From an optimization exercise on the open Yosys and OpenROAD flow, aimed at small area; shortcuts taken in it are not production practice. In this exercise RTL edits were held to simulation tests only and were not proved equivalent to the original. Power is estimated from default activity; no workload was simulated.

// network_sys
module network_sys(ready_to_transfer_in_0, ready_to_transfer_in_1, cpu_data_in_0, cpu_data_in_1, char_received, char_sent, net_data_in,
		ser_data_out, state, state2, hex0, hex1, hex2, hex3,
		ser_data_in, scanner_rst, start_scanning, start_transfer, cpu_data_out_0, cpu_data_out_1, wr_en1, wr_en2, read_inc1, read_inc2,
		trans_en, load, net_data_out, clk, rst);
export LEC_CHECK = 0
export ABC_AREA = 1
export CAP_MARGIN = 20
export CORE_MARGIN = 2
export CORE_UTILIZATION = 60
export CTS_BUF_LIST = sky130_fd_sc_hd__clkbuf_2 sky130_fd_sc_hd__clkbuf_4 sky130_fd_sc_hd__clkbuf_8
export PLACE_DENSITY = 0.7
export SLEW_MARGIN = 20
create_clock -name core_clock -period 10.0 [get_ports {clk}]
standard.sh (not shown) runs the stock make flow with config.mk's settings and CLKGATE_MAP_FILE= SYNTH_SCRIPT=/design/flow/synth_recipe.tcl, a recipe that flattens the netlist after the stock synthesis.
==> flow/flow/run.sh <==
#!/bin/bash
# Own layout flow: the standard flow, except
#  - synthesis maps the logic with flow/abc.script and without ORFS's adder cells
#    (registers come out exactly as in the standard synthesis);
#  - the port buffers are the smallest buffer, sky130_fd_sc_hd__buf_1.
# Each tool's output goes to its own log in this folder.
set -euo pipefail
export OWN_WORK=$(pwd)
export OWN_ABC_SCRIPT=$OWN_WORK/flow/abc.script
sed -e "s#SYNTH_SCRIPT=[^ ]*#SYNTH_SCRIPT=$OWN_WORK/flow/synth.tcl ADDER_MAP_FILE=#" standard.sh > own_synth.sh
bash own_synth.sh synth > synth.log 2>&1
export BUFFER_PORTS_ARGS="-buffer_cell sky130_fd_sc_hd__buf_1"
export CTS_ARGS="-sink_clustering_enable -repair_clock_nets -dont_use_dummy_load -buf_list {sky130_fd_sc_hd__clkbuf_4} -sink_clustering_size 10 -sink_clustering_max_diameter 60"
bash standard.sh > layout.log 2>&1
==> flow/flow/abc.script <==
&get -n
&deepsyn -T 120
&put
dch -f
amap -F 3 -A 10
==> flow/flow/synth.tcl <==
# Standard synthesis (synth_recipe.tcl), with the final ABC technology mapping
# run through our own area script (deepsyn) instead of ORFS's.
proc abc {args} {
  set i [lsearch -exact $args -script]
  if { $i >= 0 } {
    lset args [expr {$i + 1}] $::env(OWN_ABC_SCRIPT)
  }
  puts "own abc: $args"
  yosys abc {*}$args
}
source $::env(OWN_WORK)/synth_recipe.tcl
The starting point finished with timing, DRC and antenna clean.
Edit:
--- a/flow/flow/run.sh
+++ b/flow/flow/run.sh
@@ -12,3 +12,3 @@
 export BUFFER_PORTS_ARGS="-buffer_cell sky130_fd_sc_hd__buf_1"
-export CTS_ARGS="-sink_clustering_enable -repair_clock_nets -dont_use_dummy_load -buf_list {sky130_fd_sc_hd__clkbuf_4} -sink_clustering_size 10 -sink_clustering_max_diameter 60"
+export CTS_ARGS="-sink_clustering_enable -repair_clock_nets -dont_use_dummy_load -buf_list {sky130_fd_sc_hd__clkbuf_4 sky130_fd_sc_hd__clkbuf_8} -sink_clustering_size 12 -sink_clustering_max_diameter 50"
 bash standard.sh > layout.log 2>&1
==> flow/flow/abc.script (replaced) <==
&get -n
&deepsyn -T 120
&put
dch
amap
Result: Utilization is higher by 1.0 points; routed wire length came out higher slightly; fmax decreases by a few percent.
Edit:
--- a/flow/flow/run.sh
+++ b/flow/flow/run.sh
@@ -12,3 +12,3 @@
 export BUFFER_PORTS_ARGS="-buffer_cell sky130_fd_sc_hd__buf_1"
-export CTS_ARGS="-sink_clustering_enable -repair_clock_nets -dont_use_dummy_load -buf_list {sky130_fd_sc_hd__clkbuf_4 sky130_fd_sc_hd__clkbuf_8} -sink_clustering_size 12 -sink_clustering_max_diameter 50"
+export CTS_ARGS="-sink_clustering_enable -repair_clock_nets -dont_use_dummy_load -buf_list {sky130_fd_sc_hd__clkbuf_4} -sink_clustering_size 10 -sink_clustering_max_diameter 60"
 bash standard.sh > layout.log 2>&1
=> The changed run ran to the end with no violations. Final area shrinks by 1.5%. Flip-flop and latch count does not change. Combinational power is about the same. Routed wire length shrinks by 1.2%. Power is lower by 7.6%. Count of clock-buffer cells in the layout rises by 1. Die area is unchanged.
Edit:
GPL_TIMING_DRIVEN = 0   (was default)
Worst setup slack is worse by 0.15 ns.
Clock power goes up slightly.
Global-route usage shrinks by 0.16 points.
Area after synthesis stays the same.
Power rises slightly.

---

run 1:
Starting RTL as in the previous note.
export LEC_CHECK = 0
export ABC_AREA = 1
export CAP_MARGIN = 20
export CORE_MARGIN = 2
export CORE_UTILIZATION = 60
export CTS_BUF_LIST = sky130_fd_sc_hd__clkbuf_2 sky130_fd_sc_hd__clkbuf_4 sky130_fd_sc_hd__clkbuf_8
export PLACE_DENSITY = 0.7
export SLEW_MARGIN = 20
create_clock -name core_clock -period 10.0 [get_ports {clk}]
==> flow/flow/run.sh <==
#!/bin/bash
# Own layout flow: the standard flow, except
#  - synthesis maps the logic with flow/abc.script and without ORFS's adder cells
#    (registers come out exactly as in the standard synthesis);
#  - the port buffers are the smallest buffer, sky130_fd_sc_hd__buf_1.
# Each tool's output goes to its own log in this folder.
set -euo pipefail
export OWN_WORK=$(pwd)
export OWN_ABC_SCRIPT=$OWN_WORK/flow/abc.script
sed -e "s#SYNTH_SCRIPT=[^ ]*#SYNTH_SCRIPT=$OWN_WORK/flow/synth.tcl ADDER_MAP_FILE=#" standard.sh > own_synth.sh
bash own_synth.sh synth > synth.log 2>&1
export BUFFER_PORTS_ARGS="-buffer_cell sky130_fd_sc_hd__buf_1"
export CTS_ARGS="-sink_clustering_enable -repair_clock_nets -dont_use_dummy_load -buf_list {sky130_fd_sc_hd__clkbuf_4} -sink_clustering_size 10 -sink_clustering_max_diameter 40"
bash standard.sh > layout.log 2>&1
==> flow/flow/abc.script <==
&get -n
&deepsyn -T 120
&put
dch
amap
Scripts as last shown in full above: flow/flow/synth.tcl
Edits applied to the flow inputs when going from run 1 to run 2:
diff --git a/flow/flow/run.sh b/flow/flow/run.sh
--- a/flow/flow/run.sh
+++ b/flow/flow/run.sh
@@ -12,3 +12,3 @@
 export BUFFER_PORTS_ARGS="-buffer_cell sky130_fd_sc_hd__buf_1"
-export CTS_ARGS="-sink_clustering_enable -repair_clock_nets -dont_use_dummy_load -buf_list {sky130_fd_sc_hd__clkbuf_4} -sink_clustering_size 10 -sink_clustering_max_diameter 40"
+export CTS_ARGS="-sink_clustering_enable -repair_clock_nets -dont_use_dummy_load -buf_list {sky130_fd_sc_hd__clkbuf_4} -sink_clustering_size 10 -sink_clustering_max_diameter 60"
 bash standard.sh > layout.log 2>&1
==> flow/flow/abc.script <==
&get -n
&deepsyn -T 120
&put
dch -f
amap -F 3 -A 10
diff --git a/flow/flow/synth.tcl b/flow/flow/synth.tcl
--- a/flow/flow/synth.tcl
+++ b/flow/flow/synth.tcl
@@ -1,3 +1,5 @@
 # Standard synthesis (synth_recipe.tcl), with the final ABC technology mapping
-# run through our own area script (deepsyn) instead of ORFS's.
+# run through our own area script (deepsyn) instead of ORFS's. The weakest
+# (_0) versions of cells whose _1 version has the same area are left out of
+# the mapping, so high-fanout nets are not driven by them.
 proc abc {args} {
@@ -7,2 +9,5 @@
   }
+  foreach c {a21boi_0 and2_0 o21ai_0 o311ai_0 or2_0} {
+    lappend args -dont_use sky130_fd_sc_hd__$c
+  }
   puts "own abc: $args"
Of the two values seen for worst-path cell with the longest stage delay, a2111oi_0 was produced by run 1 and nand2_1 by run 2. Run 1 → run 2: half-perimeter wire length after placement shrank by 610 um, synthesized area shrank by about 0.47%, non-clock buffer count lost 4.

## static timing again, ports no longer ideal
The results above use ideal ports. As a check the final layouts listed here were re-extracted and re-timed, cells and wires unchanged. Step 1, drivers: a clkbuf_16 drives clk and a buf_2 each remaining input, both assumed. Step 2 also shifts input and output timing later by t, the mid clock arrival at the registers, as if the neighbouring blocks saw the same clock. a / b / c = no drivers / after step 1 / after step 2; a / b = the first two.
| run | shift t [ns] | setup slack, ns | worst setup path after step 2 | latest minus earliest clock arrival (ns) | pins driven straight from the clock port |
|---|---|---|---|---|---|
| the first run of note 1 | 0.689 | 5.119 / 5.081 / 5.769 | register to output | 0.026 / 0.027 | 1 |
| the second run of note 1 | 0.579 | 5.018 / 4.977 / 5.556 | register to output | 0.027 / 0.027 | 1 |
| the third run of note 1 | 0.692 | 4.906 / 4.868 / 5.559 | register to output | 0.028 / 0.029 | 1 |
| the fourth run of note 1 | 0.720 | 4.758 / 4.719 / 5.439 | register to output | 0.041 / 0.041 | 1 |
| run 1 | 0.640 | 4.952 / 4.914 / 5.554 | register to output | 0.078 / 0.078 | 1 |
| run 2 | 0.691 | 5.218 / 5.178 / 5.869 | register to output | 0.044 / 0.044 | 1 |
After both steps setup and hold are still met in every run listed.
